Source: an optimization exercise on an open RTL-to-GDS flow (aim: small area). Production flows keep margins and buffers that such runs may drop.
In this exercise RTL edits were held to simulation tests only and were not proved equivalent to the original.
Power and IR drop assume default switching activity.

== build 20 ==
Design rtcclock, start of the top module:
module	rtcclock #(
		parameter	DEFAULT_SPEED = 32'd2814750  
	) (
		input	wire		i_clk, i_reset,
		input	wire		i_wb_cyc, i_wb_stb, i_wb_we,
		input	wire	[2:0]	i_wb_addr,
		input	wire	[31:0]	i_wb_data,
		input	wire	[3:0]	i_wb_sel,
		output	reg	[31:0]	o_data,
		output	wire	[31:0]	o_sseg,
		output	wire	[15:0]	o_led,
		output	wire		o_interrupt,
		output	wire		o_ppd,
		input	wire		i_hack
	);
Settings: LEC_CHECK=0, CAP_MARGIN=20, CORE_MARGIN=2, CORE_UTILIZATION=60, CTS_BUF_LIST=sky130_fd_sc_hd__clkbuf_8, CTS_CLUSTER_SIZE=30, SLEW_MARGIN=20; clock period 10.0 ns.
run.sh (not shown) runs the stock make flow with config.mk's settings and CLKGATE_MAP_FILE= SYNTH_SCRIPT=/design/flow/synth_recipe.tcl, a recipe that flattens the netlist after the stock synthesis.
Both conditions hold for build 20: the flow ran to the end and the final layout passed the timing, design-rule and antenna checks.
> inputs changed (build 20 -> build 67)
- clearing CTS_CLUSTER_SIZE, which used to be 30
- clearing CTS_BUF_LIST, which used to be sky130_fd_sc_hd__clkbuf_8
- swapping 60 for 40 in CORE_UTILIZATION
[summary]
Compared with build 20, build 67 shows wire length that has gone up by a few percent. Build 67 against build 20; power density over cell area is up by a few percent. Build 67 — total half-perimeter wirelength after legalization and detailed placement about 7% higher, build 20 as reference. Lower combinational power share was reported by build 67, not build 20. As of build 67, count of placed standard cells in the final layout, fillers left out had risen by a few percent compared to build 20. Looking at part of the total power dissipated in the clock network across build 67 and build 20, the one that comes out higher is build 67. Build 67: height of the chip 39 um above build 20. Diode insertion count for antenna repair: build 67 and build 20 compared, lower one is build 67. Worst path required time: build 67 vs build 20, no meaningful difference.
Input changes introduced in build 29 (baseline for comparison: build 67):
- CTS_BUF_LIST newly set to sky130_fd_sc_hd__clkbuf_4
### Flow results
Going from build 67 to build 29, count of clock-buffer cells in the layout went up; wire length of the first global-routing pass rose by 870 um; detail-routed net length per standard cell shrank by 0.60 um. Build 29 against build 67: worst setup slack went down by 0.21 ns; post-synthesis share of cell area spent on xor and xnor gates comparable. The proportion of power drawn by combinational gates in build 29 sits 0.8 points above the value recorded for build 67.

* * *

## P
rtcclock, a different RTL version from the one above (not shown whole).
Size: ~1500 cells after synthesis, roughly 16000 um2 of cells after synthesis.
clock: 10.0 ns
lec_check: 0
cap_margin: 20
core_margin: 2
core_utilization: 40
slew_margin: 20
standard.sh (not shown) runs the stock make flow with config.mk's settings and CLKGATE_MAP_FILE= SYNTH_SCRIPT=/design/flow/synth_recipe.tcl, a recipe that flattens the netlist after the stock synthesis.
==> flow/flow/run.sh <==
#!/bin/bash
# Own layout flow: the standard flow (standard.sh), with three changes.
#  1. After the standard synthesis, the combinational logic between the
#     registers is optimised and mapped again with area-oriented ABC
#     scripts (remap.sh).
#     Registers, adder cells and tie cells are kept as the standard
#     synthesis made them, with their names.
#  2. Ports are buffered with sky130_fd_sc_hd__buf_1 instead of the default.
#  3. The clock tree uses larger sink clusters and no dummy loads.
# Each tool's full output goes to a log file in this folder (synth.log,
# remap.log, layout.log); ORFS's own step logs stay under orfs/logs.
set -euo pipefail
HERE=$(pwd)
RES=$HERE/orfs/results/$FLOW_PLATFORM/rtcclock/base
VARS=(
  "BUFFER_PORTS_ARGS=-buffer_cell sky130_fd_sc_hd__buf_1"
  "CTS_ARGS=-sink_clustering_enable -repair_clock_nets -sink_clustering_size 26 -sink_clustering_max_diameter 120 -buf_list sky130_fd_sc_hd__clkbuf_16 -dont_use_dummy_load"
)

bash standard.sh "${VARS[@]}" synth > synth.log 2>&1

cp "$RES/1_2_yosys.v" "$HERE/standard_synth.v"
# The deep AIG optimisation is bounded in time; should it fail, the plain
# area mapping is used, and should that fail too, the standard netlist.
if timeout 1200 bash flow/remap.sh "$HERE/standard_synth.v" "$HERE/remapped.v" deep > remap.log 2>&1; then
  cp "$HERE/remapped.v" "$RES/1_2_yosys.v"
elif timeout 600 bash flow/remap.sh "$HERE/standard_synth.v" "$HERE/remapped.v" plain > remap_plain.log 2>&1; then
  cp "$HERE/remapped.v" "$RES/1_2_yosys.v"
fi
rm -f "$RES/1_synth.odb" "$RES/1_synth.sdc"

bash standard.sh "${VARS[@]}" finish > layout.log 2>&1
==> flow/flow/remap.sh <==
#!/bin/bash
# remap.sh IN.v OUT.v [deep|plain]: maps the combinational logic of a
# synthesized netlist again with an area-oriented ABC script; "deep" first
# shrinks the logic with ABC's &deepsyn for up to a minute.  Flip-flops,
# adder cells and tie cells stay as they are, with their instance names.
set -euo pipefail
IN=$1; OUT=$2; MODE=${3:-plain}
MAP="dch,-f;amap,-m,-F,3,-A,8,-C,2000;topo"
if [[ $MODE == deep ]]; then
  SCRIPT="+strash;&get,-n;&deepsyn,-T,60;&put;$MAP"
else
  SCRIPT="+strash;dc2;dc2;$MAP"
fi
LIB=$FLOW_HOME/platforms/$FLOW_PLATFORM/lib/sky130_fd_sc_hd__tt_025C_1v80.lib
# The platform's don't-use cells (DONT_USE_CELLS) that are in the library
DONTUSE=$(grep -oE 'cell *\( *"?sky130_fd_sc_hd__(lpflow_[a-z0-9_]+|probec?_p_8)' "$LIB" \
  | sed -E 's/.*(sky130_fd_sc_hd__[a-z0-9_]+)/-dont_use \1/' | tr '\n' ' ')
cat > remap.ys <<EOY
read_liberty -ignore_miss_func $LIB
read_verilog $IN
hierarchy -top $FLOW_TOP
setattr -mod -set keep_hierarchy 1 sky130_fd_sc_hd__df* sky130_fd_sc_hd__edf* sky130_fd_sc_hd__fa_* sky130_fd_sc_hd__ha_* sky130_fd_sc_hd__conb_*
flatten
opt_clean
abc -liberty $LIB $DONTUSE -script $SCRIPT $FLOW_TOP
opt_clean
splitnets
opt_clean -purge
hilomap -singleton -hicell sky130_fd_sc_hd__conb_1 HI -locell sky130_fd_sc_hd__conb_1 LO
insbuf -buf sky130_fd_sc_hd__buf_1 A X
select $FLOW_TOP
write_verilog -noattr -nohex -nodec -selected $OUT
EOY
yosys -s remap.ys
# The result must be made of library cells only
yosys -p "read_liberty -lib $LIB; read_verilog $OUT; hierarchy -check -top $FLOW_TOP; check -assert -mapped; stat -liberty $LIB"
Having completed the whole flow, P delivered a layout that passed the timing, design-rule and antenna checks.
Input changes introduced in Q (baseline for comparison: P):
diff --git a/flow/flow/run.sh b/flow/flow/run.sh
--- a/flow/flow/run.sh
+++ b/flow/flow/run.sh
@@ -5,3 +5,3 @@
 #     scripts (remap.sh).
-#     Registers, adder cells and tie cells are kept as the standard
+#     Registers, full-adder cells and tie cells are kept as the standard
 #     synthesis made them, with their names.
diff --git a/flow/flow/remap.sh b/flow/flow/remap.sh
--- a/flow/flow/remap.sh
+++ b/flow/flow/remap.sh
@@ -4,6 +4,7 @@
 # shrinks the logic with ABC's &deepsyn for up to a minute.  Flip-flops,
-# adder cells and tie cells stay as they are, with their instance names.
+# full-adder cells and tie cells stay as they are, with their instance
+# names; half adders are mapped again with the rest of the logic.
 set -euo pipefail
 IN=$1; OUT=$2; MODE=${3:-plain}
-MAP="dch,-f;amap,-m,-F,3,-A,8,-C,2000;topo"
+MAP="&get,-n;&dch,-f;&nf,-R,1000,-p,-F,4;&put;topo"
 if [[ $MODE == deep ]]; then
@@ -21,3 +22,3 @@
 hierarchy -top $FLOW_TOP
-setattr -mod -set keep_hierarchy 1 sky130_fd_sc_hd__df* sky130_fd_sc_hd__edf* sky130_fd_sc_hd__fa_* sky130_fd_sc_hd__ha_* sky130_fd_sc_hd__conb_*
+setattr -mod -set keep_hierarchy 1 sky130_fd_sc_hd__df* sky130_fd_sc_hd__edf* sky130_fd_sc_hd__fa_* sky130_fd_sc_hd__conb_*
 flatten
On non-clock buffering overhead in the final layout, Q and P are neck and neck.
Register share of the cell area in Q vs P: up 2.6 points
Taking P as the reference point, the final net count of Q falls by 174.
Between P and Q, maximum fanout along the worst path increased.
The initial antenna violation count reported for Q is greater than that of P by 1.
From Q to P, count of final max-slew check failures did not move at all.
The leakage component of the power of Q falls short of that of P by about 3.2%.
In Q, routed wire length is lower than in P.
Changes observed in Q relative to P: routed length on met1 shows a reduction of about 8%; final instance area decreased by 4.9% relative to the old numbers; total power draw now sits lower.

* * *

umber:
Another version of the RTL of rtcclock (not shown whole).
Size: ~1400 cells after synthesis, about 130 I/O pins, about 15000 um2 of cells after synthesis.
Settings: LEC_CHECK=0, CAP_MARGIN=20, CORE_MARGIN=2, CORE_UTILIZATION=40, SLEW_MARGIN=20; clock period 10.0 ns.
==> flow/flow/run.sh <==
#!/bin/bash
# Own layout flow: the standard flow (standard.sh), with three changes.
#  1. After the standard synthesis, the combinational logic between the
#     registers is optimised and mapped again with area-oriented ABC
#     scripts (remap.sh).
#     Registers, full-adder cells and tie cells are kept as the standard
#     synthesis made them, with their names.
#  2. Ports are buffered with sky130_fd_sc_hd__buf_1 instead of the default.
#  3. The clock tree uses larger sink clusters and no dummy loads.
# Each tool's full output goes to a log file in this folder (synth.log,
# remap.log, layout.log); ORFS's own step logs stay under orfs/logs.
set -euo pipefail
HERE=$(pwd)
RES=$HERE/orfs/results/$FLOW_PLATFORM/rtcclock/base
VARS=(
  "BUFFER_PORTS_ARGS=-buffer_cell sky130_fd_sc_hd__buf_1"
  "CTS_ARGS=-sink_clustering_enable -repair_clock_nets -sink_clustering_size 18 -sink_clustering_max_diameter 100 -buf_list sky130_fd_sc_hd__clkbuf_8 -dont_use_dummy_load"
)

bash standard.sh "${VARS[@]}" synth > synth.log 2>&1

cp "$RES/1_2_yosys.v" "$HERE/standard_synth.v"
# The deep AIG optimisation is bounded in time; should it fail, the plain
# area mapping is used, and should that fail too, the standard netlist.
if timeout 1200 bash flow/remap.sh "$HERE/standard_synth.v" "$HERE/remapped.v" deep > remap.log 2>&1; then
  cp "$HERE/remapped.v" "$RES/1_2_yosys.v"
elif timeout 600 bash flow/remap.sh "$HERE/standard_synth.v" "$HERE/remapped.v" plain > remap_plain.log 2>&1; then
  cp "$HERE/remapped.v" "$RES/1_2_yosys.v"
fi
rm -f "$RES/1_synth.odb" "$RES/1_synth.sdc"

bash standard.sh "${VARS[@]}" finish > layout.log 2>&1
Other scripts of this flow, unchanged in this note and not shown: flow/flow/remap.sh
umber finished every stage and its layout cleared the timing, design-rule and antenna checks.
Inputs modified between umber and ember:
# umber
export LEC_CHECK = 0
export CAP_MARGIN = 20
export CORE_MARGIN = 2
export CORE_UTILIZATION = 40
export SLEW_MARGIN = 20
create_clock -name core_clock -period 10.0 [get_ports {i_clk}]
# ember
export LEC_CHECK = 0
export CAP_MARGIN = 0
export CORE_MARGIN = 2
export CORE_UTILIZATION = 40
export SLEW_MARGIN = 0
create_clock -name core_clock -period 10.0 [get_ports {i_clk}]
-- flow/flow/run.sh --
<<< umber, line 17
  "CTS_ARGS=-sink_clustering_enable -repair_clock_nets -sink_clustering_size 18 -sink_clustering_max_diameter 100 -buf_list sky130_fd_sc_hd__clkbuf_8 -dont_use_dummy_load"
>>> ember, line 17
  "CTS_ARGS=-sink_clustering_enable -repair_clock_nets -sink_clustering_size 26 -sink_clustering_max_diameter 120 -buf_list sky130_fd_sc_hd__clkbuf_16 -dont_use_dummy_load"
Results
Measured against each other, ember and umber differ in post-route fraction of the period consumed by the critical path, the higher figure coming from ember.
Diff umber -> ember: routed wire length on met2 dropped 220 um, post-route worst hold slack dropped 0.0045 ns, final instance area climbed about 0.7%, switching share of power dropped 0.88 points.
On via count normalized by instance count, ember and umber are neck and neck.
Looking at total wire length across both flows, ember is the stronger of the two, with umber trailing.
--- input diff ember..raven ---
# ember
export LEC_CHECK = 0
export CAP_MARGIN = 0
export CORE_MARGIN = 2
export CORE_UTILIZATION = 40
export SLEW_MARGIN = 0
create_clock -name core_clock -period 10.0 [get_ports {i_clk}]
# raven
export LEC_CHECK = 0
export CAP_MARGIN = 20
export CORE_MARGIN = 2
export CORE_UTILIZATION = 40
export SLEW_MARGIN = 20
create_clock -name core_clock -period 10.0 [get_ports {i_clk}]
-- flow/flow/run.sh --
<<< ember, line 17
  "CTS_ARGS=-sink_clustering_enable -repair_clock_nets -sink_clustering_size 26 -sink_clustering_max_diameter 120 -buf_list sky130_fd_sc_hd__clkbuf_16 -dont_use_dummy_load"
>>> raven, line 17
  "CTS_ARGS=-sink_clustering_enable -repair_clock_nets -sink_clustering_size 16 -sink_clustering_max_diameter 80 -buf_list sky130_fd_sc_hd__clkbuf_8 -dont_use_dummy_load"
Findings:
ember has a lower total wire length than raven. Maximum ir drop on the vdd rail, raven vs ember: down by more than 10%. [raven] clock power fell about 9% relative to ember. raven gives more worst hold slack than ember did.
The following lists how yarrow was set up differently from raven:
-- flow/flow/run.sh --
<<< raven, line 17
  "CTS_ARGS=-sink_clustering_enable -repair_clock_nets -sink_clustering_size 16 -sink_clustering_max_diameter 80 -buf_list sky130_fd_sc_hd__clkbuf_8 -dont_use_dummy_load"
>>> yarrow, line 17
  "CTS_ARGS=-sink_clustering_enable -repair_clock_nets -sink_clustering_size 26 -sink_clustering_max_diameter 120 -buf_list sky130_fd_sc_hd__clkbuf_16 -dont_use_dummy_load"
### Flow results
yarrow: no failed stages, no open violations at the end
Portion of total power attributed to combinational logic: yarrow vs raven down 0.2 points
Per the comparison of yarrow with raven, routed wire length down 1.2%, power spent charging and discharging nets down about 1.6%.

## port drivers added, routing unchanged
Ports are ideal in the flow. The routed layouts listed here were re-timed in OpenROAD.
Step 1 (the two cells are an assumption about what drives the block):
set clk [get_ports {i_clk}]
set_driving_cell -lib_cell sky130_fd_sc_hd__clkbuf_16 $clk
set_driving_cell -lib_cell sky130_fd_sc_hd__buf_2 [delete_from_list [all_inputs] $clk]
Step 2 adds t to the input delays and takes it off the output delays; t is the mean of the earliest and latest rising clock arrival at the registers after step 1. Input paths then give back, and output paths get back, about the clock's delay inside the block.
Slacks: ideal ports / drivers / drivers and shift; pairs: ideal ports / drivers.
| run | t, ns | slack for setup (ns) | worst setup path after step 2 | worst slew at a driven data input, ns | cell pins on the clock port's net |
|---|---|---|---|---|---|
| build 20 | 0.633 | 5.177 / 5.126 / 4.880 | input to register | 0.04 | 1 |
| build 67 | 0.615 | 5.113 / 5.059 / 5.249 | input to register | 0.05 | 1 |
| build 29 | 0.832 | 4.902 / 4.855 / 5.272 | input to register | 0.05 | 1 |
| P | 0.585 | 2.407 / 2.407 / 2.407 | register to register | 0.05 | 1 |
| Q | 0.578 | 2.667 / 2.667 / 2.667 | register to register | 0.07 | 1 |
| umber | 0.660 | 2.701 / 2.701 / 2.701 | register to register | 0.06 | 1 |
| ember | 0.580 | 2.664 / 2.664 / 2.664 | register to register | 0.05 | 1 |
| raven | 0.661 | 2.690 / 2.690 / 2.690 | register to register | 0.06 | 1 |
| yarrow | 0.579 | 2.664 / 2.664 / 2.664 | register to register | 0.05 | 1 |
After both steps setup and hold are still met in every run listed. For build 20, which loses most, drivers alone change the setup slack by -0.051 ns; drivers and shift together by -0.297 ns.
